From an optimization exercise on the open Yosys and OpenROAD flow, aimed at small area; shortcuts taken in it are not production practice. In this exercise RTL edits were held to simulation tests only and were not proved equivalent to the original. No driver is modelled on the clock port, so clocking that relies on it looks cheaper here than on a real chip. Power figures rest on the tool's default switching activity, not on a simulated workload.

==> inputs of run a <==
## top
module top(
    input               sys_clk, sys_rst_n                  ,
    input               tim_psel, tim_pwrite, tim_penable   ,
    input   [31 : 0]    tim_paddr                           ,
    input   [31 : 0]    tim_pwdata                          ,
    output  [31 : 0]    tim_prdata                          ,
    input   [3 :  0]    tim_pstrb                           ,
    output              tim_pready                          ,
    output              tim_pslverr                         ,
    output              tim_int                             ,
    input               dbg_mode
);
    reg pready_r;
    wire acc = tim_psel & tim_penable;
    always @(posedge sys_clk or negedge sys_rst_n)
        if (!sys_rst_n) pready_r <= 1'b0;
        else            pready_r <= acc & ~pready_r;
    assign tim_pready = pready_r;
    wire wr = pready_r & acc & tim_pwrite;
  ...
clock: 6.0 ns
lec_check: 0
cap_margin: 20
core_margin: 2
core_utilization: 40
gpl_routability_driven: 0
slew_margin: 20
standard.sh (not shown) runs the stock make flow with config.mk's settings and CLKGATE_MAP_FILE= SYNTH_SCRIPT=/design/flow/synth_recipe.tcl, a recipe that flattens the netlist after the stock synthesis.
==> flow/flow/run.sh <==
#!/bin/bash
# The standard layout with: ABC area recovery in synthesis (same registers and
# names), plain buf_1 port buffers, and a clkbuf_4 clock tree whose heavily loaded
# leaf buffers are upsized after CTS.
set -euo pipefail
W=$PWD
export ALT_ABC_SCRIPT=$W/flow/abc_alt.script
export FLOW_SYNTH_TCL=$W/synth_recipe.tcl
bash standard.sh \
  "SYNTH_SCRIPT=$W/flow/synth_alt.tcl" \
  "BUFFER_PORTS_ARGS=-buffer_cell sky130_fd_sc_hd__buf_1" \
  "CTS_ARGS=-sink_clustering_enable -repair_clock_nets -root_buf sky130_fd_sc_hd__clkbuf_16 -buf_list sky130_fd_sc_hd__clkbuf_4 -dont_use_dummy_load" \
  "POST_CTS_TCL=$W/flow/cts_post.tcl" \
  finish > standard.log 2>&1
==> flow/flow/abc_alt.script <==
&get -n
&st
&dch
&nf -R 1000
&st
&deepsyn -J 100 -T 120
&st
&syn2
&if -g -K 6
&synch2
&nf -R 1000
&st
&syn2
&if -g -K 6
&synch2
&nf -R 1000
&put
topo
stime -c
dnsize -c
==> flow/flow/cts_post.tcl <==
estimate_parasitics -placement
set upsized 0
foreach inst [[ord::get_db_block] getInsts] {
  if {[[$inst getMaster] getName] ne "sky130_fd_sc_hd__clkbuf_4"} { continue }
  if {![string match "clkbuf_*" [$inst getName]]} { continue }
  set net [[$inst findITerm X] getNet]
  if {$net eq "NULL"} { continue }
  set fanout 0
  set worst 0.0
  foreach it [$net getITerms] {
    if {[$it isOutputSignal]} { continue }
    incr fanout
    set pin [get_pins "[[$it getInst] getName]/[[$it getMTerm] getName]"]
    set s [get_property $pin slew_max]
    if {$s > $worst} { set worst $s }
  }
  if {$worst > 0.110} {
    puts "cts_post: upsizing [$inst getName] (fanout $fanout, slew $worst)"
    replace_cell [$inst getName] sky130_fd_sc_hd__clkbuf_8
    incr upsized
  }
}
puts "cts_post: upsized $upsized clock buffers"
if {$upsized} {
  detailed_placement
  check_placement -verbose
  estimate_parasitics -placement
}
==> flow/flow/synth_alt.tcl <==
# The standard flow's synthesis script unchanged, except that ABC runs flow/abc_alt.script
# (area-oriented: &deepsyn, stopped after 100 steps without gain, between &nf mappings with extra area recovery; no buffer -c or upsize -c).
proc abc {args} {
  set i [lsearch $args -script]
  if {$i >= 0} { lset args [expr {$i + 1}] $::env(ALT_ABC_SCRIPT) }
  yosys abc {*}$args
}
source $::env(FLOW_SYNTH_TCL)
==> inputs of run b, as changes to run a <==
==> flow/flow/abc_alt.script (replaced) <==
&get -n
&st
&dch
&nf -R 1000
&st
&deepsyn -T 40
&st
&dch
&nf -R 1000
&put
topo
stime -c

dnsize -c
--- a/flow/flow/cts_post.tcl
+++ b/flow/flow/cts_post.tcl
@@ -14,7 +14,7 @@
     set s [get_property $pin slew_max]
     if {$s > $worst} { set worst $s }
   }
-  if {$worst > 0.110} {
+  if {$fanout >= 10 || $worst > 0.095} {
     puts "cts_post: upsizing [$inst getName] (fanout $fanout, slew $worst)"
     replace_cell [$inst getName] sky130_fd_sc_hd__clkbuf_8
     incr upsized
==> flow/flow/synth_alt.tcl (replaced) <==
# The standard flow's synthesis script unchanged, except that ABC runs flow/abc_alt.script
# (area-oriented: &deepsyn for 40 s between &nf mappings with extra area recovery; no buffer -c or upsize -c).
proc abc {args} {
  set i [lsearch $args -script]
  if {$i >= 0} { lset args [expr {$i + 1}] $::env(ALT_ABC_SCRIPT) }
  yosys abc {*}$args
}
source $::env(FLOW_SYNTH_TCL)
Settings changed: GPL_ROUTABILITY_DRIVEN 0 to not set.
==> inputs of run c, as changes to run a <==
Settings changed: CORE_UTILIZATION 40 to 65, GPL_ROUTABILITY_DRIVEN 0 to not set.
==> inputs of run d, as changes to run a <==
Settings changed: GPL_ROUTABILITY_DRIVEN 0 to not set.
==> comparison <==
Run c went through all stages and came out clean. Run d went through all stages and came out clean. Run a went through all stages and came out clean. Run b produced a layout that fails on negative setup slack. Of run a and run b, run b has the higher non-clock buffer count (gap 134). Against run c, the maximum frequency of run a is higher by 3.5%. In run c the power is smaller than in run a, by 0.93%. Worst hold slack: run c < run a < run d < run b.


==> 05-27: inputs <==
==> flow/design.v <==
module top(
    input               sys_clk, sys_rst_n                  ,
    input               tim_psel, tim_pwrite, tim_penable   ,
    input   [31 : 0]    tim_paddr                           ,
    input   [31 : 0]    tim_pwdata                          ,
    output  [31 : 0]    tim_prdata                          ,
    input   [3 :  0]    tim_pstrb                           ,
    output              tim_pready                          ,
    output              tim_pslverr                         ,
    output              tim_int                             ,
    input               dbg_mode
);
    reg pready_r;
    wire acc = tim_psel & tim_penable;
    always @(posedge sys_clk or negedge sys_rst_n)
        if (!sys_rst_n) pready_r <= 1'b0;
        else            pready_r <= acc & ~pready_r;
    assign tim_pready = pready_r;
    wire wr = pready_r & acc & tim_pwrite;
    wire [11:0] a = tim_paddr[11:0];
    wire        a_ok = ~|{a[11:5], a[1:0]};
    wire [7:0]  sel = {8{a_ok}} & (8'b1 << a[4:2]);
    wire [31:0] wd = tim_pwdata;
    wire [3:0]  be = tim_pstrb;
    reg       timer_en, div_en;
    reg [3:0] div_val;
    wire err = sel[0] & (
                 (timer_en & be[0] & (wd[1] ^ div_en)) |
                 (be[1] & ((wd[11] & |wd[10:8]) | (timer_en & (wd[11:8] != div_val)))));
    assign tim_pslverr = tim_pwrite & err;
    wire tcr_we = wr & sel[0] & ~err;
    always @(posedge sys_clk or negedge sys_rst_n)
        if (!sys_rst_n) begin
            timer_en <= 1'b0;
            div_en   <= 1'b0;
            div_val  <= 4'd1;
        end else if (tcr_we) begin
            if (be[0]) begin timer_en <= wd[0]; div_en <= wd[1]; end
            if (be[1]) div_val <= wd[11:8];
        end
    reg halt_req, int_en;
    always @(posedge sys_clk or negedge sys_rst_n)
        if (!sys_rst_n) begin
            halt_req <= 1'b0;
            int_en   <= 1'b0;
        end else begin
            if (wr & sel[7] & be[0]) halt_req <= wd[0];
            if (wr & sel[5] & be[0]) int_en   <= wd[0];
        end
    wire halt = dbg_mode & halt_req;
    reg       ten_d;
    reg [7:0] pre;
    always @(posedge sys_clk) begin
        ten_d <= timer_en;
        if (!timer_en)           pre <= 8'd0;
        else if (div_en & ~halt) pre <= pre + 8'd1;
    end
    wire [7:0] pmask = ~(8'hff << div_val);
    wire tick = &(pre | ~pmask);
    wire cnt_en = timer_en & ~halt & (~div_en | tick);
    reg  [63:0] cnt;
    wire clear  = ten_d & ~timer_en;
    wire tdr_wr = wr & (sel[1] | sel[2]);
    wire inc    = cnt_en & ~tdr_wr;
    wire [7:0] ld = {8{clear}} | {{4{wr & sel[2]}} & be, {4{wr & sel[1]}} & be};
    wire [31:0] wdc = wd & {32{~clear}};
    wire [63:0] cnt_inc = cnt + {63'd0, inc};
    integer i;
    always @(posedge sys_clk or negedge sys_rst_n)
        if (!sys_rst_n) cnt <= 64'd0;
        else for (i = 0; i < 64; i = i + 1)
            cnt[i] <= ld[i/8] ? wdc[i%32] : cnt_inc[i];
    reg [63:0] ncmp;
    wire [63:0] cmp = ~ncmp;
    wire [7:0] cmp_we = {{4{wr & sel[4]}} & be, {4{wr & sel[3]}} & be};
    always @(posedge sys_clk or negedge sys_rst_n)
        if (!sys_rst_n) ncmp <= 64'd0;
        else for (i = 0; i < 64; i = i + 1)
            if (cmp_we[i/8]) ncmp[i] <= ~wd[i%32];
    reg isr;
    always @(posedge sys_clk or negedge sys_rst_n)
        if (!sys_rst_n) isr <= 1'b0;
        else if (wr & sel[6] & wd[0]) isr <= 1'b0;
        else if (cmp == cnt)          isr <= 1'b1;
    assign tim_int = int_en & isr;
    assign tim_prdata =
          ({32{sel[1]}} & cnt[31:0])
        | ({32{sel[2]}} & cnt[63:32])
        | ({32{sel[3]}} & cmp[31:0])
        | ({32{sel[4]}} & cmp[63:32])
        | ({32{sel[0]}} & {20'd0, div_val, 6'd0, div_en, timer_en})
        | {31'd0, sel[5] & int_en}
        | {31'd0, sel[6] & isr}
        | {30'd0, sel[7] & halt, sel[7] & halt_req};
endmodule
==> flow/flow/run.sh <==
#!/bin/bash
# The standard layout with: ABC area recovery in synthesis (same registers and
# names), plain buf_1 port buffers, and a clkbuf_4 clock tree whose heavily loaded
# leaf buffers are upsized after CTS.
set -euo pipefail
W=$PWD
export ALT_ABC_SCRIPT=$W/flow/abc_alt.script
export FLOW_SYNTH_TCL=$W/synth_recipe.tcl
bash standard.sh \
  "SYNTH_SCRIPT=$W/flow/synth_alt.tcl" \
  "BUFFER_PORTS_ARGS=-buffer_cell sky130_fd_sc_hd__buf_1" \
  "CTS_ARGS=-sink_clustering_enable -repair_clock_nets -root_buf sky130_fd_sc_hd__clkbuf_16 -buf_list sky130_fd_sc_hd__clkbuf_4 -dont_use_dummy_load" \
  "POST_CTS_TCL=$W/flow/cts_post.tcl" \
  finish > standard.log 2>&1
==> flow/flow/abc_alt.script <==
&get -n
&st
&dch
&nf -R 1000
&st
&syn2
&if -g -K 6
&synch2
&nf -R 1000
&st
&syn2
&if -g -K 6
&synch2
&nf -R 1000
&st
&syn2
&if -g -K 6
&synch2
&nf -R 1000
&st
&syn2
&if -g -K 6
&synch2
&nf -R 1000
&st
&syn2
&if -g -K 6
&synch2
&nf -R 1000
&put
buffer -c
topo
stime -c

dnsize -c
==> flow/flow/cts_post.tcl <==
estimate_parasitics -placement
set upsized 0
foreach inst [[ord::get_db_block] getInsts] {
  if {[[$inst getMaster] getName] ne "sky130_fd_sc_hd__clkbuf_4"} { continue }
  if {![string match "clkbuf_*" [$inst getName]]} { continue }
  set net [[$inst findITerm X] getNet]
  if {$net eq "NULL"} { continue }
  set fanout 0
  set worst 0.0
  foreach it [$net getITerms] {
    if {[$it isOutputSignal]} { continue }
    incr fanout
    set pin [get_pins "[[$it getInst] getName]/[[$it getMTerm] getName]"]
    set s [get_property $pin slew_max]
    if {$s > $worst} { set worst $s }
  }
  if {$fanout >= 10 || $worst > 0.095} {
    puts "cts_post: upsizing [$inst getName] (fanout $fanout, slew $worst)"
    replace_cell [$inst getName] sky130_fd_sc_hd__clkbuf_8
    incr upsized
  }
}
puts "cts_post: upsized $upsized clock buffers"
if {$upsized} {
  detailed_placement
  check_placement -verbose
  estimate_parasitics -placement
}
==> flow/flow/synth_alt.tcl <==
# The standard flow's synthesis script unchanged, except that ABC runs flow/abc_alt.script
# (ORFS's speed script with more area recovery in &nf and without upsize -c).
proc abc {args} {
  set i [lsearch $args -script]
  if {$i >= 0} { lset args [expr {$i + 1}] $::env(ALT_ABC_SCRIPT) }
  yosys abc {*}$args
}
source $::env(FLOW_SYNTH_TCL)
==> flow/standard.sh <==
#!/bin/bash
# synth_recipe.tcl (not shown) runs the flow's synth.tcl, then flattens the netlist and writes it again
# the make line also repeats each setting of config.mk as NAME=value (left out here)
make -C /OpenROAD-flow-scripts/flow DESIGN_CONFIG=/design/flow/config.mk WORK_HOME=/design/flow/orfs CLKGATE_MAP_FILE= SYNTH_SCRIPT=/design/flow/synth_recipe.tcl "${@:-finish}"
==> flow/config.mk <==
export PLATFORM = sky130hd
export DESIGN_NAME = top
export DESIGN_NICKNAME = top
export VERILOG_FILES = /design/flow/design.v
export SDC_FILE = /design/flow/constraint.sdc
export NUM_CORES = 4
export LEC_CHECK = 0
export CAP_MARGIN = 20
export CORE_MARGIN = 2
export CORE_UTILIZATION = 40
export SLEW_MARGIN = 20
==> flow/constraint.sdc <==
create_clock -name core_clock -period 6.0 [get_ports {sys_clk}]
set_input_delay 1.2000 -clock core_clock [delete_from_list [all_inputs] [get_ports {sys_clk}]]
set_output_delay 1.2000 -clock core_clock [all_outputs]
set_load 0.01 [all_outputs]
==> inputs of 01-17, as changes to 05-27 <==
==> flow/flow/run.sh (replaced) <==
#!/bin/bash
set -euo pipefail
bash standard.sh \
  "BUFFER_PORTS_ARGS=-buffer_cell sky130_fd_sc_hd__buf_1" \
  "CTS_ARGS=-sink_clustering_enable -repair_clock_nets -root_buf sky130_fd_sc_hd__clkbuf_8 -buf_list sky130_fd_sc_hd__clkbuf_8 -dont_use_dummy_load" \
  finish > standard.log 2>&1
removed: flow/flow/abc_alt.script
removed: flow/flow/cts_post.tcl
removed: flow/flow/synth_alt.tcl
==> summary of the runs <==
Sequential cell count is the same in 01-17 and 05-27.
Between 05-27 and 01-17, the lower die area is in 05-27 (gap about 3.7%, measured against 01-17).
Critical path depth: 01-17 is lower than 05-27 (7).
In 05-27 the synthesized area is lower than in 01-17, by about 3.8%.
Count of clock-buffer cells in the layout is the same in 01-17 and 05-27.
Setup slack: 05-27 is higher than 01-17 (0.32 ns).
==> figures <==
| quantity | 01-17 | 05-27 |
|---|---|---|
| Result of the run | no timing/DRC/antenna violations | no timing/DRC/antenna violations |
| Final standard cell area without fillers | 0.00927 mm^2 | 0.00905 mm^2 |
| Setup Crit Path Kind | input pin to primary output | input pin to register |
| Maximum number of pins on one net before global-route repair | 70 | 51 |
| Vias in the first global route | 7,015 | 6,889 |
| GR Util met1 | 0.349 | 0.343 |
| Total power draw | 1.65 mW | 1.60 mW |
| DR WL met2 | 12,400 um | 11,100 um |
| Max-slew headroom at the worst pin | 0.325 | 0.248 |
| Initial DRC count | 710 | 562 |
| Worst setup skew after layout | 0.0322 ns | 0.0276 ns |
| Core outline area | 0.0210 mm^2 | 0.0202 mm^2 |
| Maximum fanout along the worst path | 38 | 9 |

-- static timing again, ports no longer ideal --
No port has a modelled driver above. Below, the same layouts with a new extraction and two added sets of constraints. Step 1 assumes that a clkbuf_16 drives the clock port and a buf_2 every other input. Step 2 also shifts input and output timing later by t, the mid clock arrival at the registers, as if the neighbouring blocks saw the same clock. Three values: ideal, step 1, step 2; two values: the first two.
run	t, ns	slack for setup (ns)	slew at the worst register clock pin (ns)	worst slew at a driven data input, ns
run a	0.409	1.238 / 1.218 / 0.892	0.11 / 0.11	0.03
run b	0.420	-1.682 / -1.656 / -2.076	0.09 / 0.09	0.04
run c	0.414	1.070 / 1.050 / 0.806	0.11 / 0.11	0.03
run d	0.406	1.018 / 0.996 / 0.862	0.11 / 0.11	0.03
05-27	0.415	1.338 / 1.361 / 0.946	0.10 / 0.10	0.04
01-17	0.486	1.017 / 0.996 / 0.895	0.09 / 0.09	0.07
The setup slack of run b, which loses most, moves by +0.026 ns with the drivers and by -0.394 ns with both steps.
